What follows belongs to an exercise in optimizing a design on an open flow for small area; a production flow would make more cautious choices.
Only simulation tests tie the RTL to the original design; equivalence was not proved.
Power figures rest on the tool's default switching activity, not on a simulated workload.

==> flow/design.v <==
module ROM_16x32(input wire [4:0] g, input wire [4:0] row, input wire [3:0] col, output wire bit_o);
  wire new_n16, new_n17, new_n18, new_n19, new_n20, new_n21, new_n22,
    new_n23, new_n24, new_n25, new_n26, new_n27, new_n28, new_n29, new_n30,
    new_n31, new_n32, new_n33, new_n34, new_n35, new_n36, new_n37, new_n38,
    new_n39, new_n40, new_n41, new_n42, new_n43, new_n44, new_n45, new_n46,
    new_n47, new_n48, new_n49, new_n50, new_n51, new_n52, new_n53, new_n54,
    new_n55, new_n56, new_n57, new_n58, new_n59, new_n60, new_n61, new_n62,
    new_n63, new_n64, new_n65, new_n66, new_n67, new_n68, new_n69, new_n70,
    new_n71, new_n72, new_n73, new_n74, new_n75, new_n76, new_n77, new_n78,
    new_n79, new_n80, new_n81, new_n82, new_n83, new_n84, new_n85, new_n86,
    new_n87, new_n88, new_n89, new_n90, new_n91, new_n92, new_n93, new_n94,
    new_n95, new_n96, new_n97, new_n98, new_n99, new_n100, new_n101,
    new_n102, new_n103, new_n104, new_n105, new_n106, new_n107, new_n108,
    new_n109, new_n110, new_n111, new_n112, new_n113, new_n114, new_n115,
    new_n116, new_n117, new_n118, new_n119, new_n120, new_n121, new_n122,
    new_n123, new_n124, new_n125, new_n126, new_n127, new_n128, new_n129,
    new_n130, new_n131, new_n132, new_n133, new_n134, new_n135, new_n136,
    new_n137, new_n138, new_n139, new_n140, new_n141, new_n142, new_n143,
    new_n144, new_n145, new_n146, new_n147, new_n148, new_n149, new_n150,
    new_n151, new_n152, new_n153, new_n154, new_n155, new_n156, new_n157,
    new_n158, new_n159, new_n160, new_n161, new_n162, new_n163, new_n164,
    new_n165, new_n166, new_n167, new_n168, new_n169, new_n170, new_n171,
    new_n172, new_n173, new_n174, new_n175, new_n176, new_n177, new_n178,
    new_n179, new_n180, new_n181, new_n182, new_n183, new_n184, new_n185,
    new_n186, new_n187, new_n188, new_n189, new_n190, new_n191, new_n192,
    new_n193, new_n194, new_n195, new_n196, new_n197, new_n198, new_n199,
    new_n200, new_n201, new_n202, new_n203, new_n204, new_n205, new_n206,
    new_n207, new_n208, new_n209, new_n210, new_n211, new_n212, new_n213,
    new_n214, new_n215, new_n216, new_n217, new_n218, new_n219, new_n220,
    new_n221, new_n222, new_n223, new_n224, new_n225, new_n226, new_n227,
    new_n228, new_n229, new_n230, new_n231, new_n232, new_n233, new_n234,
    new_n235, new_n236, new_n237, new_n238, new_n239, new_n240, new_n241,
    new_n242, new_n243, new_n244, new_n245, new_n246, new_n247, new_n248,
    new_n249, new_n250, new_n251, new_n252, new_n253, new_n254, new_n255,
    new_n256, new_n257, new_n258, new_n259, new_n260, new_n261, new_n262,
    new_n263, new_n264, new_n265, new_n266, new_n267, new_n268, new_n269,
    new_n270, new_n271, new_n272, new_n273, new_n274, new_n275, new_n276,
    new_n277, new_n278, new_n279, new_n280, new_n281, new_n282, new_n283,
    new_n284, new_n285, new_n286, new_n287, new_n288, new_n289, new_n290,
    new_n291, new_n292, new_n293, new_n294, new_n295, new_n296, new_n297,
    new_n298, new_n299, new_n300, new_n301, new_n302, new_n303, new_n304,
    new_n305, new_n306, new_n307, new_n308, new_n309, new_n310, new_n311,
    new_n312, new_n313, new_n314, new_n315, new_n316, new_n317, new_n318,
    new_n319, new_n320, new_n321, new_n322, new_n323, new_n324, new_n325,
    new_n326, new_n327, new_n328, new_n329, new_n330, new_n331, new_n332,
    new_n333, new_n334, new_n335, new_n336, new_n337, new_n338, new_n339,
    new_n340, new_n341, new_n342, new_n343, new_n344, new_n345, new_n346,
    new_n347, new_n348, new_n349, new_n350, new_n351, new_n352, new_n353,
    new_n354, new_n355, new_n356, new_n357, new_n358, new_n359, new_n360,
    new_n361, new_n362, new_n363, new_n364, new_n365, new_n366, new_n367,
    new_n368, new_n369, new_n370, new_n371, new_n372, new_n373, new_n374,
    new_n375, new_n376, new_n377, new_n378, new_n379, new_n380, new_n381,
    new_n382, new_n383, new_n384, new_n385, new_n386, new_n387, new_n388,
    new_n389, new_n390, new_n391, new_n392, new_n393, new_n394, new_n395,
    new_n396, new_n397, new_n398, new_n399, new_n400, new_n401, new_n402,
    new_n403, new_n404, new_n405, new_n406, new_n407;
  assign new_n16 = row[1] & row[0];
  assign new_n17 = ~row[2] & ~new_n16;
  assign new_n18 = row[4] & row[3];
  assign new_n19 = ~row[1] & ~row[0];
  assign new_n20 = new_n18 & ~new_n19;
  assign new_n21 = new_n17 & new_n20;
  assign new_n22 = row[4] & ~row[3];
  assign new_n23 = ~col[2] & col[1];
  assign new_n24 = col[2] & ~col[1];
  assign new_n25 = ~new_n23 & ~new_n24;
  assign new_n26 = col[3] & ~new_n25;
  assign new_n27 = new_n22 & new_n26;
  assign new_n28 = ~col[1] & ~col[0];
  assign new_n29 = ~col[2] & ~new_n28;
  assign new_n30 = col[2] & new_n28;
  assign new_n31 = ~new_n29 & ~new_n30;
  assign new_n32 = ~row[2] & ~row[1];
  assign new_n33 = ~row[0] & new_n32;
  assign new_n34 = row[4] & new_n33;
  assign new_n35 = ~new_n31 & new_n34;
  assign new_n36 = ~new_n27 & ~new_n35;
  assign new_n37 = col[3] & col[2];
  assign new_n38 = ~row[0] & ~col[1];
  assign new_n39 = ~new_n31 & ~new_n38;
  assign new_n40 = new_n37 & ~new_n39;
  assign new_n41 = row[2] & row[1];
  assign new_n42 = ~row[4] & row[3];
  assign new_n43 = new_n41 & new_n42;
  assign new_n44 = ~new_n40 & new_n43;
  assign new_n45 = new_n36 & ~new_n44;
  assign new_n46 = g[1] & g[0];
  assign new_n47 = new_n31 & new_n46;
  assign new_n48 = ~new_n45 & new_n47;
  assign new_n49 = ~new_n21 & ~new_n48;
  assign new_n50 = col[1] & col[0];
  assign new_n51 = ~col[3] & ~col[2];
  assign new_n52 = new_n50 & new_n51;
  assign new_n53 = ~new_n37 & ~new_n51;
  assign new_n54 = ~new_n50 & ~new_n51;
  assign new_n55 = new_n29 & ~new_n54;
  assign new_n56 = new_n53 & ~new_n55;
  assign new_n57 = ~new_n52 & ~new_n56;
  assign new_n58 = ~row[1] & new_n23;
  assign new_n59 = new_n57 & ~new_n58;
  assign new_n60 = ~new_n49 & ~new_n59;
  assign new_n61 = row[0] & col[0];
  assign new_n62 = ~new_n32 & ~new_n41;
  assign new_n63 = ~new_n61 & ~new_n62;
  assign new_n64 = col[2] & ~new_n63;
  assign new_n65 = ~new_n41 & ~new_n61;
  assign new_n66 = row[2] & ~new_n65;
  assign new_n67 = ~new_n64 & ~new_n66;
  assign new_n68 = ~row[0] & ~col[0];
  assign new_n69 = ~row[1] & new_n68;
  assign new_n70 = col[2] & ~new_n69;
  assign new_n71 = row[2] & new_n70;
  assign new_n72 = ~new_n67 & ~new_n71;
  assign new_n73 = ~col[1] & new_n72;
  assign new_n74 = new_n41 & ~new_n68;
  assign new_n75 = row[1] & new_n61;
  assign new_n76 = ~row[2] & ~new_n75;
  assign new_n77 = ~new_n74 & ~new_n76;
  assign new_n78 = new_n23 & new_n77;
  assign new_n79 = ~new_n28 & ~new_n50;
  assign new_n80 = ~new_n61 & ~new_n79;
  assign new_n81 = col[2] & new_n17;
  assign new_n82 = ~new_n80 & new_n81;
  assign new_n83 = ~new_n78 & ~new_n82;
  assign new_n84 = ~new_n73 & new_n83;
  assign new_n85 = row[2] & row[0];
  assign new_n86 = ~new_n41 & ~new_n85;
  assign new_n87 = new_n42 & new_n86;
  assign new_n88 = ~col[3] & ~new_n63;
  assign new_n89 = new_n87 & new_n88;
  assign new_n90 = ~new_n84 & new_n89;
  assign new_n91 = new_n21 & ~new_n25;
  assign new_n92 = ~new_n25 & ~new_n89;
  assign new_n93 = ~row[4] & ~row[3];
  assign new_n94 = col[1] & ~new_n75;
  assign new_n95 = new_n66 & ~new_n94;
  assign new_n96 = new_n93 & ~new_n95;
  assign new_n97 = ~new_n17 & new_n18;
  assign new_n98 = new_n53 & ~new_n97;
  assign new_n99 = ~new_n96 & new_n98;
  assign new_n100 = ~new_n92 & new_n99;
  assign new_n101 = ~new_n91 & ~new_n100;
  assign new_n102 = ~new_n90 & new_n101;
  assign new_n103 = row[3] & new_n95;
  assign new_n104 = ~g[0] & ~col[0];
  assign new_n105 = row[0] & ~new_n104;
  assign new_n106 = ~row[3] & new_n32;
  assign new_n107 = ~new_n105 & new_n106;
  assign new_n108 = ~new_n103 & ~new_n107;
  assign new_n109 = ~new_n102 & ~new_n108;
  assign new_n110 = g[1] & ~new_n109;
  assign new_n111 = ~g[1] & ~g[0];
  assign new_n112 = ~col[3] & ~new_n41;
  assign new_n113 = ~col[2] & ~new_n112;
  assign new_n114 = row[2] & new_n113;
  assign new_n115 = new_n111 & ~new_n114;
  assign new_n116 = row[3] & new_n112;
  assign new_n117 = ~new_n23 & ~new_n54;
  assign new_n118 = new_n22 & ~new_n117;
  assign new_n119 = ~new_n116 & ~new_n118;
  assign new_n120 = ~g[0] & ~new_n74;
  assign new_n121 = ~new_n119 & new_n120;
  assign new_n122 = ~new_n42 & ~new_n121;
  assign new_n123 = ~new_n115 & ~new_n122;
  assign new_n124 = ~new_n23 & ~new_n53;
  assign new_n125 = g[1] & new_n41;
  assign new_n126 = ~new_n124 & new_n125;
  assign new_n127 = ~new_n123 & ~new_n126;
  assign new_n128 = ~row[4] & ~new_n127;
  assign new_n129 = new_n26 & ~new_n103;
  assign new_n130 = new_n128 & new_n129;
  assign new_n131 = new_n110 & ~new_n130;
  assign new_n132 = row[2] & col[1];
  assign new_n133 = new_n65 & ~new_n132;
  assign new_n134 = ~col[3] & col[2];
  assign new_n135 = row[4] & new_n134;
  assign new_n136 = new_n133 & new_n135;
  assign new_n137 = ~row[0] & col[0];
  assign new_n138 = row[1] & ~col[1];
  assign new_n139 = ~new_n137 & new_n138;
  assign new_n140 = ~new_n55 & ~new_n139;
  assign new_n141 = ~col[2] & new_n139;
  assign new_n142 = ~new_n140 & ~new_n141;
  assign new_n143 = ~row[4] & ~new_n133;
  assign new_n144 = new_n142 & new_n143;
  assign new_n145 = ~new_n136 & ~new_n144;
  assign new_n146 = new_n84 & ~new_n145;
  assign new_n147 = new_n131 & new_n146;
  assign new_n148 = g[1] & ~new_n53;
  assign new_n149 = new_n16 & ~new_n148;
  assign new_n150 = ~row[4] & ~new_n86;
  assign new_n151 = ~new_n149 & new_n150;
  assign new_n152 = ~new_n34 & ~new_n151;
  assign new_n153 = new_n53 & ~new_n152;
  assign new_n154 = g[0] & col[0];
  assign new_n155 = new_n32 & new_n154;
  assign new_n156 = col[3] & ~new_n155;
  assign new_n157 = new_n113 & ~new_n156;
  assign new_n158 = new_n152 & new_n157;
  assign new_n159 = ~new_n153 & ~new_n158;
  assign new_n160 = ~new_n147 & new_n159;
  assign new_n161 = ~g[2] & ~new_n32;
  assign new_n162 = col[3] & new_n25;
  assign new_n163 = col[3] & col[1];
  assign new_n164 = ~new_n28 & ~new_n163;
  assign new_n165 = ~new_n162 & ~new_n164;
  assign new_n166 = new_n53 & ~new_n165;
  assign new_n167 = ~g[0] & ~new_n166;
  assign new_n168 = col[3] & new_n39;
  assign new_n169 = new_n85 & ~new_n168;
  assign new_n170 = ~new_n167 & new_n169;
  assign new_n171 = ~new_n161 & ~new_n170;
  assign new_n172 = ~row[3] & ~new_n171;
  assign new_n173 = ~new_n160 & new_n172;
  assign new_n174 = ~new_n60 & ~new_n173;
  assign new_n175 = ~g[0] & ~new_n131;
  assign new_n176 = g[0] & new_n131;
  assign new_n177 = ~new_n175 & ~new_n176;
  assign new_n178 = ~new_n174 & new_n177;
  assign new_n179 = ~col[3] & ~new_n84;
  assign new_n180 = ~col[3] & ~col[1];
  assign new_n181 = new_n33 & ~new_n180;
  assign new_n182 = new_n53 & new_n181;
  assign new_n183 = ~new_n179 & ~new_n182;
  assign new_n184 = ~g[3] & g[0];
  assign new_n185 = ~col[1] & col[0];
  assign new_n186 = ~new_n23 & ~new_n185;
  assign new_n187 = new_n33 & ~new_n186;
  assign new_n188 = ~new_n184 & new_n187;
  assign new_n189 = g[4] & g[3];
  assign new_n190 = new_n46 & new_n189;
  assign new_n191 = ~g[3] & ~g[0];
  assign new_n192 = ~new_n190 & ~new_n191;
  assign new_n193 = ~new_n187 & new_n192;
  assign new_n194 = ~new_n188 & ~new_n193;
  assign new_n195 = ~new_n183 & new_n194;
  assign new_n196 = ~g[3] & row[0];
  assign new_n197 = new_n157 & new_n196;
  assign new_n198 = ~row[3] & ~new_n197;
  assign new_n199 = ~new_n195 & new_n198;
  assign new_n200 = g[1] & ~g[0];
  assign new_n201 = ~g[3] & new_n200;
  assign new_n202 = new_n17 & new_n201;
  assign new_n203 = ~new_n134 & new_n202;
  assign new_n204 = ~new_n162 & new_n203;
  assign new_n205 = new_n18 & ~new_n204;
  assign new_n206 = ~new_n199 & ~new_n205;
  assign new_n207 = new_n39 & new_n41;
  assign new_n208 = new_n93 & ~new_n207;
  assign new_n209 = new_n99 & ~new_n208;
  assign new_n210 = new_n47 & new_n209;
  assign new_n211 = ~new_n206 & new_n210;
  assign new_n212 = ~row[4] & ~col[2];
  assign new_n213 = new_n102 & ~new_n212;
  assign new_n214 = row[4] & ~new_n83;
  assign new_n215 = ~row[3] & ~new_n163;
  assign new_n216 = new_n111 & ~new_n180;
  assign new_n217 = ~new_n215 & new_n216;
  assign new_n218 = new_n72 & new_n217;
  assign new_n219 = ~new_n214 & new_n218;
  assign new_n220 = ~new_n213 & new_n219;
  assign new_n221 = row[3] & ~new_n152;
  assign new_n222 = ~g[1] & ~new_n221;
  assign new_n223 = ~new_n45 & ~new_n222;
  assign new_n224 = ~new_n46 & ~new_n111;
  assign new_n225 = new_n223 & new_n224;
  assign new_n226 = ~row[1] & col[1];
  assign new_n227 = new_n63 & ~new_n226;
  assign new_n228 = col[2] & ~new_n227;
  assign new_n229 = ~col[2] & new_n227;
  assign new_n230 = ~g[0] & ~col[3];
  assign new_n231 = ~new_n229 & new_n230;
  assign new_n232 = ~new_n228 & new_n231;
  assign new_n233 = new_n128 & new_n232;
  assign new_n234 = ~new_n225 & ~new_n233;
  assign new_n235 = ~new_n220 & new_n234;
  assign new_n236 = ~new_n211 & new_n235;
  assign new_n237 = g[2] & ~new_n236;
  assign new_n238 = new_n43 & ~new_n162;
  assign new_n239 = new_n111 & ~new_n238;
  assign new_n240 = ~col[3] & new_n41;
  assign new_n241 = ~new_n25 & new_n240;
  assign new_n242 = ~new_n239 & ~new_n241;
  assign new_n243 = g[2] & ~col[2];
  assign new_n244 = row[3] & ~col[1];
  assign new_n245 = new_n77 & new_n244;
  assign new_n246 = ~new_n243 & ~new_n245;
  assign new_n247 = new_n209 & ~new_n246;
  assign new_n248 = g[1] & ~new_n33;
  assign new_n249 = new_n42 & ~new_n248;
  assign new_n250 = ~g[0] & new_n22;
  assign new_n251 = ~new_n32 & new_n250;
  assign new_n252 = ~new_n249 & ~new_n251;
  assign new_n253 = new_n41 & new_n244;
  assign new_n254 = new_n51 & ~new_n253;
  assign new_n255 = ~new_n252 & new_n254;
  assign new_n256 = g[2] & ~new_n46;
  assign new_n257 = ~new_n27 & new_n256;
  assign new_n258 = ~new_n255 & new_n257;
  assign new_n259 = ~col[3] & ~new_n258;
  assign new_n260 = new_n247 & ~new_n259;
  assign new_n261 = ~new_n242 & ~new_n260;
  assign new_n262 = new_n242 & new_n258;
  assign new_n263 = ~new_n261 & ~new_n262;
  assign new_n264 = ~new_n131 & new_n263;
  assign new_n265 = ~new_n237 & ~new_n264;
  assign new_n266 = ~new_n178 & new_n265;
  assign new_n267 = ~g[3] & ~new_n266;
  assign new_n268 = row[2] & new_n196;
  assign new_n269 = new_n50 & new_n268;
  assign new_n270 = g[4] & g[1];
  assign new_n271 = ~col[3] & ~new_n270;
  assign new_n272 = ~new_n269 & new_n271;
  assign new_n273 = ~g[0] & row[1];
  assign new_n274 = row[2] & new_n273;
  assign new_n275 = ~new_n162 & ~new_n274;
  assign new_n276 = ~new_n272 & new_n275;
  assign new_n277 = ~new_n110 & new_n276;
  assign new_n278 = col[3] & new_n190;
  assign new_n279 = ~new_n84 & new_n278;
  assign new_n280 = new_n19 & new_n31;
  assign new_n281 = ~col[3] & ~new_n70;
  assign new_n282 = new_n202 & new_n281;
  assign new_n283 = ~new_n280 & new_n282;
  assign new_n284 = ~row[4] & ~new_n283;
  assign new_n285 = ~new_n279 & new_n284;
  assign new_n286 = ~new_n277 & new_n285;
  assign new_n287 = new_n206 & ~new_n286;
  assign new_n288 = row[2] & col[3];
  assign new_n289 = new_n16 & new_n288;
  assign new_n290 = new_n200 & ~new_n289;
  assign new_n291 = new_n93 & new_n207;
  assign new_n292 = ~new_n33 & ~new_n155;
  assign new_n293 = ~row[3] & ~new_n292;
  assign new_n294 = ~new_n36 & ~new_n293;
  assign new_n295 = ~new_n291 & ~new_n294;
  assign new_n296 = ~new_n255 & new_n295;
  assign new_n297 = ~new_n290 & ~new_n296;
  assign new_n298 = new_n16 & new_n185;
  assign new_n299 = ~new_n17 & new_n22;
  assign new_n300 = ~new_n298 & new_n299;
  assign new_n301 = ~new_n87 & ~new_n300;
  assign new_n302 = ~new_n297 & ~new_n301;
  assign new_n303 = g[3] & g[1];
  assign new_n304 = ~new_n302 & new_n303;
  assign new_n305 = new_n142 & new_n221;
  assign new_n306 = ~row[4] & ~row[0];
  assign new_n307 = ~row[1] & new_n185;
  assign new_n308 = new_n306 & new_n307;
  assign new_n309 = ~new_n27 & ~new_n200;
  assign new_n310 = ~new_n308 & ~new_n309;
  assign new_n311 = ~new_n167 & new_n310;
  assign new_n312 = ~new_n305 & ~new_n311;
  assign new_n313 = g[3] & ~new_n312;
  assign new_n314 = ~new_n60 & ~new_n297;
  assign new_n315 = ~new_n313 & new_n314;
  assign new_n316 = ~new_n304 & ~new_n315;
  assign new_n317 = ~new_n287 & ~new_n316;
  assign new_n318 = ~g[2] & ~new_n317;
  assign new_n319 = new_n28 & new_n51;
  assign new_n320 = ~g[1] & ~new_n319;
  assign new_n321 = ~col[2] & ~new_n41;
  assign new_n322 = ~new_n134 & ~new_n321;
  assign new_n323 = row[0] & ~col[0];
  assign new_n324 = new_n163 & ~new_n323;
  assign new_n325 = ~new_n322 & ~new_n324;
  assign new_n326 = new_n320 & new_n325;
  assign new_n327 = ~new_n24 & ~new_n52;
  assign new_n328 = ~row[0] & ~new_n327;
  assign new_n329 = new_n180 & new_n323;
  assign new_n330 = g[1] & ~row[2];
  assign new_n331 = ~new_n329 & new_n330;
  assign new_n332 = ~new_n328 & new_n331;
  assign new_n333 = ~new_n326 & ~new_n332;
  assign new_n334 = ~new_n220 & new_n333;
  assign new_n335 = ~new_n247 & new_n288;
  assign new_n336 = ~new_n152 & new_n184;
  assign new_n337 = g[2] & new_n189;
  assign new_n338 = new_n273 & new_n337;
  assign new_n339 = ~new_n336 & ~new_n338;
  assign new_n340 = ~new_n335 & new_n339;
  assign new_n341 = ~new_n40 & new_n42;
  assign new_n342 = ~new_n340 & new_n341;
  assign new_n343 = ~new_n334 & new_n342;
  assign new_n344 = ~new_n50 & new_n134;
  assign new_n345 = ~g[1] & ~new_n344;
  assign new_n346 = ~new_n165 & new_n345;
  assign new_n347 = ~new_n126 & ~new_n346;
  assign new_n348 = new_n224 & ~new_n347;
  assign new_n349 = ~new_n142 & new_n322;
  assign new_n350 = ~new_n33 & ~new_n85;
  assign new_n351 = ~new_n79 & ~new_n350;
  assign new_n352 = col[2] & ~new_n41;
  assign new_n353 = ~new_n351 & new_n352;
  assign new_n354 = new_n111 & ~new_n353;
  assign new_n355 = ~new_n349 & new_n354;
  assign new_n356 = ~new_n348 & ~new_n355;
  assign new_n357 = new_n22 & ~new_n356;
  assign new_n358 = ~row[1] & ~new_n79;
  assign new_n359 = new_n306 & ~new_n358;
  assign new_n360 = ~new_n111 & ~new_n359;
  assign new_n361 = ~new_n167 & ~new_n360;
  assign new_n362 = new_n25 & ~new_n85;
  assign new_n363 = ~new_n361 & new_n362;
  assign new_n364 = ~col[0] & new_n162;
  assign new_n365 = ~new_n19 & new_n25;
  assign new_n366 = ~g[0] & row[2];
  assign new_n367 = ~new_n365 & new_n366;
  assign new_n368 = ~row[4] & ~new_n367;
  assign new_n369 = ~new_n364 & ~new_n368;
  assign new_n370 = ~new_n74 & new_n320;
  assign new_n371 = ~new_n346 & ~new_n370;
  assign new_n372 = ~new_n17 & ~new_n371;
  assign new_n373 = ~new_n369 & ~new_n372;
  assign new_n374 = new_n123 & ~new_n373;
  assign new_n375 = ~new_n363 & new_n374;
  assign new_n376 = ~new_n357 & ~new_n375;
  assign new_n377 = new_n337 & ~new_n376;
  assign new_n378 = ~row[3] & ~new_n152;
  assign new_n379 = new_n45 & ~new_n378;
  assign new_n380 = ~g[2] & ~g[1];
  assign new_n381 = ~new_n184 & ~new_n380;
  assign new_n382 = ~g[2] & new_n57;
  assign new_n383 = ~new_n381 & ~new_n382;
  assign new_n384 = ~new_n379 & new_n383;
  assign new_n385 = ~new_n223 & new_n384;
  assign new_n386 = ~new_n377 & ~new_n385;
  assign new_n387 = ~g[2] & ~col[3];
  assign new_n388 = ~new_n39 & new_n387;
  assign new_n389 = row[2] & new_n215;
  assign new_n390 = ~g[3] & ~new_n389;
  assign new_n391 = ~new_n168 & new_n390;
  assign new_n392 = ~new_n388 & new_n391;
  assign new_n393 = ~new_n386 & ~new_n392;
  assign new_n394 = new_n39 & new_n380;
  assign new_n395 = g[1] & ~new_n243;
  assign new_n396 = ~g[3] & ~new_n395;
  assign new_n397 = ~new_n394 & ~new_n396;
  assign new_n398 = ~g[1] & ~new_n32;
  assign new_n399 = new_n250 & ~new_n398;
  assign new_n400 = ~new_n162 & new_n399;
  assign new_n401 = ~new_n397 & new_n400;
  assign new_n402 = ~new_n393 & ~new_n401;
  assign new_n403 = ~new_n343 & new_n402;
  assign new_n404 = ~new_n318 & new_n403;
  assign new_n405 = ~new_n267 & new_n404;
  assign new_n406 = new_n184 & new_n380;
  assign new_n407 = new_n102 & new_n406;
  assign bit_o = ~new_n405 & ~new_n407;
endmodule
`timescale 1ns / 1ps
module Controlador_VGA(
input wire clock, reset,
input wire [7:0] out_seg_hora,out_min_hora,out_hora_hora,
input wire [7:0] out_dia_fecha,out_mes_fecha,out_jahr_fecha,
input wire [7:0] out_seg_timer,out_min_timer,out_hora_timer,
input wire [1:0] out_banderas_config,
input wire AM_PM,
input wire [1:0] config_mode, cursor_location,
output reg alarma_sonora,
output wire hsync, vsync,
output wire [11:0] RGB
);
function ge10(input [9:0] v, input [9:0] k);
	integer i; reg r;
	begin r = 1'b1; for (i = 0; i < 10; i = i + 1) r = k[i] ? (v[i] & r) : (v[i] | r); ge10 = r; end
endfunction
function le10(input [9:0] v, input [9:0] k);
	integer i; reg r;
	begin r = 1'b1; for (i = 0; i < 10; i = i + 1) r = k[i] ? (~v[i] | r) : (~v[i] & r); le10 = r; end
endfunction
reg [1:0] ph;
always @(posedge clock, posedge reset)
	if (reset) ph <= 2'd0; else ph <= ph + 2'd1;
wire tick_fall = ph[1] & ph[0];
reg [9:0] hx, vy;
wire h_end = hx[9] & hx[8] & (&hx[4:0]);    
wire v_end = vy[9] & vy[3] & vy[2];           
wire [9:0] hx_inc = hx + 10'd1;
wire [9:0] vy_inc = vy + 10'd1;
always @(posedge clock, posedge reset)
	if (reset) begin hx <= 10'd0; vy <= 10'd0; end
	else if (tick_fall) begin
		hx <= {hx_inc[9:8] & {2{~h_end}}, hx_inc[7:6], hx_inc[5] & ~h_end, hx_inc[4:0]};
		if (h_end) vy <= {vy_inc[9] & ~v_end, vy_inc[8:4], vy_inc[3:2] & {2{~v_end}}, vy_inc[1], vy_inc[0] & ~v_end};
	end
reg hs_reg, vs_reg;
always @(posedge clock, posedge reset)
	if (reset) begin hs_reg <= 1'b0; vs_reg <= 1'b0; end
	else if (ph != 2'd0) begin
		hs_reg <= (hx >= 10'd656) && (hx <= 10'd751);
		vs_reg <= (vy >= 10'd513) && (vy <= 10'd514);
	end
assign hsync = ~hs_reg;
assign vsync = ~vs_reg;
reg [19:0] al;
reg blink;
wire al_t = (al == 20'b01010100001000100011);
always @(posedge clock, posedge reset)
	if (reset) begin al <= 20'b10101000010001000111; blink <= 1'b0; end
	else begin
		al <= {al[18:0], ~(al[19] ^ al[16]) ^ al_t};
		blink <= blink ^ al_t;
	end
always @* alarma_sonora = out_banderas_config[0] & blink;
reg [9:0] cl;
reg blink_cursor;
wire hl_end = tick_fall & hx[8] & (&hx[3:0]) & ((hx[7] & ~hx[6] & ~hx[5] & ~hx[4]) | (hx[9] & hx[4]));  
wire cl_t = (cl == 10'b0010110000);
always @(posedge clock, posedge reset)
	if (reset) begin cl <= 10'b0101100000; blink_cursor <= 1'b0; end
	else if (hl_end) begin
		cl <= {cl[8:0], ~(cl[9] ^ cl[6]) ^ cl_t};
		blink_cursor <= blink_cursor ^ cl_t;
	end
wire [5:0] xc = hx[9:4];
wire [4:0] yc = vy[9:5];
wire hora_on  = (yc == 5'd3)  && (xc >= 6'd16) && (xc <= 6'd23);
wire fecha_on = (yc == 5'd7)  && (xc >= 6'd5)  && (xc <= 6'd12);
wire timer_on = (yc == 5'd11) && (xc >= 6'd5)  && (xc <= 6'd12);
wire ampm_on  = (yc == 5'd1)  && (xc >= 6'd26) && (xc <= 6'd27);
wire [7:0] d;   
assign d[0] = hx[6:4] == 3'd0; assign d[1] = hx[6:4] == 3'd1;
assign d[2] = hx[6:4] == 3'd2; assign d[3] = hx[6:4] == 3'd3;
assign d[4] = hx[6:4] == 3'd4; assign d[5] = hx[6:4] == 3'd5;
assign d[6] = hx[6:4] == 3'd6; assign d[7] = hx[6:4] == 3'd7;
wire rh = vy[6] & ~vy[7] & ~vy[8];    
wire rf = vy[6] & vy[7];              
wire rt = vy[6] & vy[8];              
wire ra = ~vy[6];                     
wire colon = (rh & (d[2] | d[5])) | (rt & (d[7] | d[2]));
wire slash = rf & (d[7] | d[2]);
wire [3:0] n =
	({4{rh & d[0]}} & out_hora_hora[7:4]) | ({4{rh & d[1]}} & out_hora_hora[3:0]) |
	({4{rh & d[3]}} & out_min_hora[7:4])  | ({4{rh & d[4]}} & out_min_hora[3:0]) |
	({4{rh & d[6]}} & out_seg_hora[7:4])  | ({4{rh & d[7]}} & out_seg_hora[3:0]) |
	({4{rf & d[5]}} & out_dia_fecha[7:4]) | ({4{rf & d[6]}} & out_dia_fecha[3:0]) |
	({4{rf & d[0]}} & out_mes_fecha[7:4]) | ({4{rf & d[1]}} & out_mes_fecha[3:0]) |
	({4{rf & d[3]}} & out_jahr_fecha[7:4]) | ({4{rf & d[4]}} & out_jahr_fecha[3:0]) |
	({4{rt & d[5]}} & out_hora_timer[7:4]) | ({4{rt & d[6]}} & out_hora_timer[3:0]) |
	({4{rt & d[0]}} & out_min_timer[7:4])  | ({4{rt & d[1]}} & out_min_timer[3:0]) |
	({4{rt & d[3]}} & out_seg_timer[7:4])  | ({4{rt & d[4]}} & out_seg_timer[3:0]) |
	({4{colon | slash}} & 4'ha) | {3'b000, slash} |
	({4{ra}} & {2'b11, ~hx[4] & AM_PM, hx[4]});
wire [4:0] g = {ra | slash, n};
wire fbit;
ROM_16x32 font (.g(g), .row(vy[4:0]), .col(hx[3:0]), .bit_o(fbit));
reg fb;
always @(posedge clock) fb <= fbit;
wire cl2 = cursor_location == 2'd2, cl1 = cursor_location == 2'd1, cl0 = cursor_location == 2'd0;
wire cur_h = (cl2 & (d[0] | d[1])) | (cl1 & (d[3] | d[4])) | (cl0 & (d[6] | d[7]));
wire cur_ft = (cl2 & (d[5] | d[6])) | (cl1 & (d[0] | d[1])) | (cl0 & (d[3] | d[4]));
wire cur_on = blink_cursor & ((hora_on & (config_mode == 2'd1) & cur_h) |
              (((fecha_on & (config_mode == 2'd2)) | (timer_on & (config_mode == 2'd3))) & cur_ft));
wire text_on = hora_on | fecha_on | timer_on;
wire white = text_on & (fb | cur_on);
wire amg = ampm_on & out_banderas_config[1] & fb;
wire [9:0] x = hx, y = vy;
wire xF = ge10(x, 10'd1) && le10(x, 10'd639);
wire xa = ge10(x, 10'd1) && le10(x, 10'd11);
wire xb = ge10(x, 10'd270) && le10(x, 10'd280);
wire xc3 = ge10(x, 10'd281) && le10(x, 10'd290);
wire xd = ge10(x, 10'd628) && le10(x, 10'd638);
wire xL = ge10(x, 10'd1) && le10(x, 10'd280);
wire xR = ge10(x, 10'd281) && le10(x, 10'd639);
wire red = ((ge10(y, 10'd1) && le10(y, 10'd11)) || (ge10(y, 10'd140) && le10(y, 10'd150))) && xF ||
           (ge10(y, 10'd12) && le10(y, 10'd139)) && (xa || xd);
wire blue = ((ge10(y, 10'd151) && le10(y, 10'd160)) || (ge10(y, 10'd270) && le10(y, 10'd280))) && xL ||
            (ge10(y, 10'd161) && le10(y, 10'd269)) && (xa || xb);
wire green = ((ge10(y, 10'd281) && le10(y, 10'd290)) || (ge10(y, 10'd468) && le10(y, 10'd478))) && xL ||
             (ge10(y, 10'd291) && le10(y, 10'd467)) && (xa || xb);
wire cyan = ((ge10(y, 10'd151) && le10(y, 10'd160)) || (ge10(y, 10'd468) && le10(y, 10'd478))) && xR ||
            (ge10(y, 10'd161) && le10(y, 10'd467)) && (xc3 || xd);
reg ca, cb, cc;
always @(posedge clock, posedge reset)
	if (reset) {ca, cb, cc} <= 3'd0;
	else if (ph[1]) begin
		ca <= white | amg | green | cyan;
		cb <= white | blue | cyan;
		cc <= white | amg | red;
	end
wire r11 = cc & (cb | ~ca);
wire r10 = (~cb & (ca ^ cc)) | (ca & cb & cc);
wire b1 = cb | (ca & cc);
assign RGB = {r11, r10, cc, r11, ca, ca, ca, ca, cb, cb, b1, cb};
endmodule
==> flow/flow/run.sh <==
#!/bin/bash
# Own layout flow: the standard ORFS flow (standard.sh) with these changes:
#  - every input and output port still gets its own buffer, but the smallest
#    one (buf_1) instead of the clkdlybuf4s50_1 that buffer_ports picks;
#  - clock tree built from clkbuf_4 cells in clusters of up to 20 registers,
#    without dummy load cells.
# Every ORFS script is used unchanged. Each tool's output goes to a log file
# in this folder.
set -euo pipefail
cp -r "$FLOW_HOME/scripts" scripts_area
cp flow/abc_area_map.script scripts_area/abc_speed.script
KNOBS=(SCRIPTS_DIR="$PWD/scripts_area" ADDER_MAP_FILE=
       "BUFFER_PORTS_ARGS=-buffer_cell sky130_fd_sc_hd__buf_1"
       CTS_BUF_LIST=sky130_fd_sc_hd__clkbuf_4
       "CTS_ARGS=-sink_clustering_enable -repair_clock_nets -buf_list sky130_fd_sc_hd__clkbuf_4 -sink_clustering_size 20 -sink_clustering_max_diameter 100 -dont_use_dummy_load")
bash standard.sh "${KNOBS[@]}" synth > synth.log 2>&1
bash standard.sh "${KNOBS[@]}" finish > layout.log 2>&1
test -s out/final.def
==> flow/flow/abc_area_map.script <==
strash
dc2
&get -n
&deepsyn -T 1500
&dch -f
&nf -R 1000 -E 100 -F 10
&put
topo
stime -c
==> flow/standard.sh <==
#!/bin/bash
# synth_recipe.tcl (not shown) runs the flow's synth.tcl, then flattens the netlist and writes it again
# the make line also repeats each setting of config.mk as NAME=value (left out here)
make -C /OpenROAD-flow-scripts/flow DESIGN_CONFIG=/design/flow/config.mk WORK_HOME=/design/flow/orfs CLKGATE_MAP_FILE= SYNTH_SCRIPT=/design/flow/synth_recipe.tcl "${@:-finish}"
==> flow/config.mk <==
export PLATFORM = sky130hd
export DESIGN_NAME = Controlador_VGA
export DESIGN_NICKNAME = Controlador_VGA
export VERILOG_FILES = /design/flow/design.v
export SDC_FILE = /design/flow/constraint.sdc
export NUM_CORES = 4
export LEC_CHECK = 0
export CAP_MARGIN = 20
export CORE_MARGIN = 2
export CORE_UTILIZATION = 40
export SLEW_MARGIN = 20
==> flow/constraint.sdc <==
create_clock -name core_clock -period 10.0 [get_ports {clock}]
set_input_delay 2.0000 -clock core_clock [delete_from_list [all_inputs] [get_ports {clock}]]
set_output_delay 2.0000 -clock core_clock [all_outputs]
set_load 0.01 [all_outputs]
==> results of run 1 <==
==> area by class of cell <==
cell class                      count  area [um^2]
Inverter                           18         67.6
Multi-Input combinational cell    484         2920
Antenna cell                        1         2.50
Tap cell                          143          179
Fill cell                        1146         6080
Sequential cell                    60         1510
Timing Repair Buffer              107          447
Clock buffer                        9         67.6
==> worst reg2reg max path: stages (launching register included) <==
cell      delay [ns]
dfrtp_1         0.37
buf_4           0.25
nor2_1          0.60
buf_4           0.29
a221oi_1        0.09
o311ai_0        0.34
a31oi_1         0.07
nor4_1          0.29
a21oi_1         0.14
a21boi_2        0.34
or2_0           0.36
clkinv_1        0.06
o21ai_0         0.10
or3_1           0.36
a31oi_1         0.15
a31oi_1         0.08
nor3_1          0.17
o21ai_0         0.10
a21oi_1         0.16
o32a_1          0.15
==> cells in the final DEF, fill, tap and decap left out, types with 4 or more instances in the layout <==
cell,count
o31ai_1,8
nand3_1,18
dfstp_2,11
a32o_1,5
a211oi_1,6
a32oi_1,4
a21oi_1,42
o211ai_1,9
or2_0,8
nand4_1,14
o22ai_1,11
nand2_1,68
a22oi_1,7
and3_1,4
o311ai_0,6
a221o_1,5
a31oi_1,13
nor2_1,58
a221oi_1,14
nor4_1,8
buf_4,12
o21ai_0,45
xor2_1,8
xnor2_1,8
clkinv_1,17
nand2b_1,7
clkbuf_4,9
nor3_1,20
dfrtp_1,48
or3_1,4
buf_1,95
nor2b_1,16
a311oi_1,4
mux2_1,9
==> logic make-up (layout without fill, tap and decap cells) <==
logic type,after synthesis,count (layout),share of synthesized area (%)
buffers and inverters,30,134,3.45
AND/OR/NAND/NOR,243,243,26.1
other,0,1,0
XOR/XNOR,16,16,3.06
multiplexers,11,11,2.65
AO/OA/AOI/OAI,214,214,31.7
flip-flops,60,60,33.0
==> stage by stage <==
stage / utilization [%] / hold WS, ns / total power [mW] / cells
finish: 46.1 / 0.343 / 0.385 / 822
global route: 46.1 / 0.354 / 0.403 / 822
CTS: 46.0 / 0.350 / 0.389 / 821
detailed placement: 45.4 / 0.359 / 0.271 / 812
global placement: 45.4 / 0.358 / 0.271 / 812
floorplan: - / 0.347 / 0.256 / 574
==> power by group through the flow <==
stage	Sequential (mW)	Clock [mW]	Combinational, mW
3_3_place_gp	0.247	0	0.0239
5_1_grt	0.243	0.133	0.0274
4_1_cts	0.243	0.122	0.0241
3_5_place_dp	0.247	0	0.0240
2_1_floorplan	0.247	0	0.00868
6_report	0.243	0.119	0.0238
==> final timing paths <==
check,start,end,slack (ns),cells past startpoint
worst max register to register,vy[7],fb,5.47,19
max in group asynchronous,reset,al[13],7.73,3
worst min-delay path,al[14],al[15],0.34,0
worst min register to register,al[14],al[15],0.34,0
worst max-delay path,out_jahr_fecha[0],fb,5.02,18
min in group asynchronous,reset,al[4],1.78,3
==> per-layer routing <==
layer | part of all wire (%) | GRT usage, %
met4 | 2.1 | 9.08
met5 | 0 | 0
met2 | 44 | 40.2
met1 | 44 | 37.6
met3 | 9.7 | 4.98
==> reports/qor.yml, run 1 <==
drt:
  drc: 0
  antenna_left: 0
  drtIter0Drc: 524
  drt_wl_total_um: 16300
  firstDrtPassIters: 8
  via_per_inst: 6.43
  num_vias: 5283
  drt-wirelength-per-cell_um: 19.9
logic_synthesis:
  postSynthCellCount: 574
  synth_commonest_cells: "nand2_1, nor2_1, dfrtp_1"
  async_reset_ff_share_pct: 98.3
  synth_edf_count: 0
  synthTopCellsByArea: "dfrtp_1, dfstp_2, nand2_1, o21ai_0, nor2_1"
  syn_area_mm2: 0.00457
  synth.distinct_cells: 60
  synth_seq_cells: 60
  avgSynthCellArea_um2: 7.97
  ys_seq_area_share_pct: 33.0
  synth-main-ff-cell: "dfrtp_1"
  ys_warn_count: 1
  synth_top_area_cell: "dfrtp_1"
  yosysMostFrequentCell: "nand2_1"
  synth_top_area_share_pct: 26.3
floorplan:
  fp.coreArea_mm2: 0.0113
  fp.dieW_um: 111
  pin_count: 96
  die_h_um: 111
  initial_core_util_pct: 40.6
  rows: 39
  die_area_mm2: 0.0123
timing:
  period_needed_ns: 4.98
  worst_pin_slew_ns: 0.844
  relSlewSlack_pct: 43.7
  clock.fmax_mhz: 201
  period_share_pct: 49.8
  setup_viol: 0
  hold_viol: 0
  tns_ns: 0
  drv_slew: 0
  setup_ws_ns: 5.02
  fin_skew_ns: 0.0333
  rsz0062_at_grt: "no"
cts:
  cts_tree: "yes"
  post_cts_resized: 0
  post_cts_buffers: 0
  cts_buffer_depth: 2
  htreeDepth: 3
  ctsHoldBuffers: 0
  root_buffer: "clkbuf_4"
  path_clk_slew_ns: 0.11
  cts_buffers: 9
  cts.sinks: 60
  clock_latency_ns: 0.39
critical_path:
  worstSetupPathType: "input port to register"
  critPathCaptureType: "register"
  cp.buffers_inverters: 1
  worstPathRequired_ns: 10.27
  critPathMaxStageDelay_ns: 0.62
  cp_max_fo: 13
  cpLargestDelayFamily: "compound AO/OA/AOI/OAI gates"
  cp_cell_sequence: "buf_1 -> nand2_1 -> nand2_1 -> a221oi_1 -> o311ai_0 -> a31oi_1 -> nor4_1 -> a21oi_1 -> a21boi_2 -> and2_0 -> o21ai_0 -> a21oi_1 -> o22ai_1 -> a211oi_1 -> a31oi_1 -> a21oi_1 -> o2111ai_1 -> o32a_1"
  path_common_cell: "a21oi_1"
  cp.arrival_ns: 5.25
  cp_slowest_cell: "a21boi_2"
  startpoint_type: "input port"
min_path:
  hold_path.class: "register to register"
cells_and_area:
  drive_gt1_share_pct: 5.16
  nets: 761
  regMostFlops: "al"
  final_area_mm2: 0.00519
  area_delta_synth_final_pct: 13.5
  largest_register_ffs: 20
power_and_ir_drop:
  switching_share_pct: 23.4
  p_sw_mw: 0.0902
  p_leak_nw: 1.85
  pwr-share-comb_pct: 6.2
  p_int_mw: 0.295
  power_frac_clock_pct: 30.8
  ir_drop_uv: 54.4
  seqPwrFrac_pct: 63.0
  power.density_mw_per_mm2: 74.2
grt:
  grt_use_total_pct: 26.4
  grt_max_degree: 60
  grt_pass1_wl_um: 26600
  antenna_found_initial: 1
  overflow: 0
  grt_pass1_vias: 4980
job:
  drv_cap: 0
placement:
  dp.final_hpwl_um: 12000
  pre_cts_ws_ns: 4.33
  placed_area_mm2: 0.00512
  io_buffers: 95
  place.gp.congestion: 0.995
run_status:
  status: "timing/DRC/antenna clean"
==> run 2: changes to the inputs <==
==> flow/flow/run.sh (replaced) <==
#!/bin/bash
# Own layout flow: the standard ORFS flow (standard.sh) with these changes:
#  - every input and output port still gets its own buffer, but the smallest
#    one (buf_1) instead of the clkdlybuf4s50_1 that buffer_ports picks;
#  - clock tree built from clkbuf_4 cells in clusters of up to 20 registers,
#    without dummy load cells;
#  - the buffers synthesis puts on outputs that share a net are removed at
#    floorplan (REMOVE_ABC_BUFFERS), and global placement is not timing-driven
#    (its repair_design would buffer high-fanout nets the 10 ns clock does not
#    need buffered); the ordinary repair_design after placement still fixes
#    every slew and capacitance limit with ORFS's default margins.
# Every ORFS script is used unchanged. Each tool's output goes to a log file
# in this folder.
set -euo pipefail
cp -r "$FLOW_HOME/scripts" scripts_area
cp flow/abc_area_map.script scripts_area/abc_speed.script
KNOBS=(SCRIPTS_DIR="$PWD/scripts_area" ADDER_MAP_FILE=
       "BUFFER_PORTS_ARGS=-buffer_cell sky130_fd_sc_hd__buf_1"
       CTS_BUF_LIST=sky130_fd_sc_hd__clkbuf_4 GPL_TIMING_DRIVEN=0 REMOVE_ABC_BUFFERS=1
       "CTS_ARGS=-sink_clustering_enable -repair_clock_nets -buf_list sky130_fd_sc_hd__clkbuf_4 -sink_clustering_size 20 -sink_clustering_max_diameter 100 -dont_use_dummy_load")
bash standard.sh "${KNOBS[@]}" synth > synth.log 2>&1
bash standard.sh "${KNOBS[@]}" finish > layout.log 2>&1
test -s out/final.def
==> flow/flow/abc_area_map.script (replaced) <==
strash
dc2
&get -n
&deepsyn -T 600
&dch -f
&nf -R 1000 -E 100 -F 10
&put
topo
stime -c
==> reports/qor.yml, run 2 <==
cts:
  post_cts_resized: 0
  ctsHoldBuffers: 0
  post_cts_buffers: 0
  cts_buffer_depth: 2
  clock_latency_ns: 0.39
  path_clk_slew_ns: 0.10
  htreeDepth: 3
  cts.sinks: 60
  cts_buffers: 9
  root_buffer: "clkbuf_4"
  cts_tree: "yes"
critical_path:
  critPathMaxStageDelay_ns: 0.53
  cp.arrival_ns: 5.67
  critPathCaptureType: "register"
  cp.buffers_inverters: 2
  cpLargestDelayFamily: "compound AO/OA/AOI/OAI gates"
  cp_max_fo: 6
  startpoint_type: "input port"
  worstSetupPathType: "input port to register"
  worstPathRequired_ns: 10.25
  cp_slowest_cell: "a21boi_1"
  path_common_cell: "a31oi_1"
  cp_cell_sequence: "buf_1 -> nand2_1 -> nand2_1 -> a221oi_1 -> o311ai_0 -> a31oi_1 -> nor4_1 -> a21oi_1 -> a21boi_1 -> or2_0 -> clkinv_1 -> o21ai_0 -> or3_1 -> a31oi_1 -> a31oi_1 -> nor3_1 -> o21ai_0 -> a21oi_1 -> o32a_1"
power_and_ir_drop:
  power.density_mw_per_mm2: 74.5
  p_leak_nw: 1.81
  ir_drop_uv: 60.8
placement:
  dp.final_hpwl_um: 11100
  io_buffers: 95
  pre_cts_ws_ns: 4.26
  place.gp.congestion: 0.991
cells_and_area:
  nets: 752
  area_delta_synth_final_pct: 12.5
  largest_register_ffs: 20
  regMostFlops: "al"
  fill_cells: 1145
  final_common_cell: "buf_1"
  final_cell_mix: "buf_1, nand2_1, nor2_1"
  diodes: 0
  register_area_mm2: 0.00151
  drive_gt1_share_pct: 4.48
  multi_input_area_mm2: 0.00293
timing:
  tns_ns: 0
  relSlewSlack_pct: 29.8
  setup_ws_ns: 4.58
  period_needed_ns: 5.42
  drv_slew: 0
  setup_viol: 0
  hold_viol: 0
  fin_skew_ns: 0.0306
  period_share_pct: 54.2
  clock.fmax_mhz: 185
  rsz0062_at_grt: "no"
  worst_pin_slew_ns: 1.04
logic_synthesis:
  yosysMostFrequentCell: "nand2_1"
  synth_commonest_cells: "nand2_1, nor2_1, dfrtp_1"
  synth_top_area_cell: "dfrtp_1"
  ys_seq_area_share_pct: 33.0
  ys_warn_count: 1
  synth.distinct_cells: 60
  syn_area_mm2: 0.00457
  synth_edf_count: 0
  async_reset_ff_share_pct: 98.3
  synthTopCellsByArea: "dfrtp_1, dfstp_2, nand2_1, o21ai_0, nor2_1"
  synth_seq_cells: 60
  avgSynthCellArea_um2: 7.97
  synth_top_area_share_pct: 26.3
  postSynthCellCount: 574
  synth-main-ff-cell: "dfrtp_1"
drt:
  drt-wirelength-per-cell_um: 19.0
  firstDrtPassIters: 6
  drc: 0
  via_per_inst: 6.53
  drtIter0Drc: 756
  num_vias: 5304
  drt_wl_total_um: 15400
  antenna_left: 0
grt:
  overflow: 0
  grt_max_degree: 39
  grt_use_total_pct: 24.9
  grt_pass1_vias: 5092
  antenna_found_initial: 0
  grt_pass1_wl_um: 25500
job:
  drv_cap: 0
min_path:
  hold_path.class: "register to register"
floorplan:
  die_area_mm2: 0.0123
  fp.coreArea_mm2: 0.0113
  die_h_um: 111
  initial_core_util_pct: 40.6
  rows: 39
  pin_count: 96
  fp.dieW_um: 111
run_status:
  status: "timing/DRC/antenna clean"
==> run 2: cell counts after synthesis <==
No cell type changed its count.
==> run 2: where the power goes <==
group          switching, mW  internal (mW)
combinational         0.0135         0.0106
clock                 0.0750         0.0418
sequential                 0          0.243
total                 0.0885          0.295
==> run 2: kinds of logic after synthesis <==
kind of cell	synth area share [%]
multiplexers	2.65
flip-flops	33.0
AND/OR/NAND/NOR	26.1
AO/OA/AOI/OAI	31.7
buffers and inverters	3.45
XOR/XNOR	3.06
==> run 2: path summary, 6_finish.rpt <==
| path | start | to | slack (ns) | cells past startpoint |
|---|---|---|---|---|
| hold / removal | al[7] | al[8] | 0.37 | 0 |
| setup reg to reg | hx[6] | fb | 5.13 | 18 |
| hold reg to reg | al[7] | al[8] | 0.37 | 0 |
| min in group asynchronous | reset | al[9] | 1.56 | 2 |
| setup / recovery | out_jahr_fecha[0] | fb | 4.58 | 19 |
| max in group asynchronous | reset | cl[5] | 7.86 | 3 |
==> run 2: stage by stage <==
step	cell area [um^2]	cells	hold WS (ns)	total power, mW	utilization (%)
final	5150	812	0.367	0.384	45.7
after global placement	5020	800	0.358	0.270	44.5
after CTS	5140	812	0.370	0.392	45.6
after floorplan	4480	562	0.347	0.256	-
after detailed placement	5070	803	0.358	0.271	45.0
after global routing	5150	812	0.371	0.403	45.7
==> run 2: area by class of cell <==
class	count	share of cell area, %
Clock buffer	9	1.31
Tap cell	143	3.48
Multi-Input combinational cell	484	56.9
Timing Repair Buffer	98	7.61
Inverter	18	1.34
Sequential cell	60	29.4
==> run 2: metal layers <==
layer,part of all wire [%],GRT usage [%],up-vias
met2,46,40.4,363
li1,-,-,2416
met5,0,0,-
met3,9.5,4.76,51
met1,41,33.0,2474
met4,3.2,9.58,0

[what the ideal ports hide]
No port has a modelled driver above. Below, the same layouts with a new extraction and two added sets of constraints. Step 1 (the two cells are an assumption about what drives the block):
set clk [get_ports {clock}]
set_driving_cell -lib_cell sky130_fd_sc_hd__clkbuf_16 $clk
set_driving_cell -lib_cell sky130_fd_sc_hd__buf_2 [delete_from_list [all_inputs] $clk]
Step 2, shift: input delay + t, output delay - t, t = (earliest + latest rising clock arrival at the registers) / 2. This alone moves slack from input paths to output paths. a / b / c = ideal / step 1 / step 2; a / b = the first two.
run | t, ns | setup slack, ns | latest minus earliest clock arrival (ns) | slew at the worst register clock pin (ns) | worst data-port slew with drivers (ns)
run 1 | 0.410 | 5.019 / 5.034 / 4.623 | 0.034 / 0.033 | 0.11 / 0.11 | 0.04
run 2 | 0.398 | 4.580 / 4.589 / 4.190 | 0.030 / 0.031 | 0.11 / 0.11 | 0.04
After both steps every run listed still meets setup and hold. The setup slack of run 1, which loses most, moves by +0.015 ns with the drivers and by -0.396 ns with both steps.
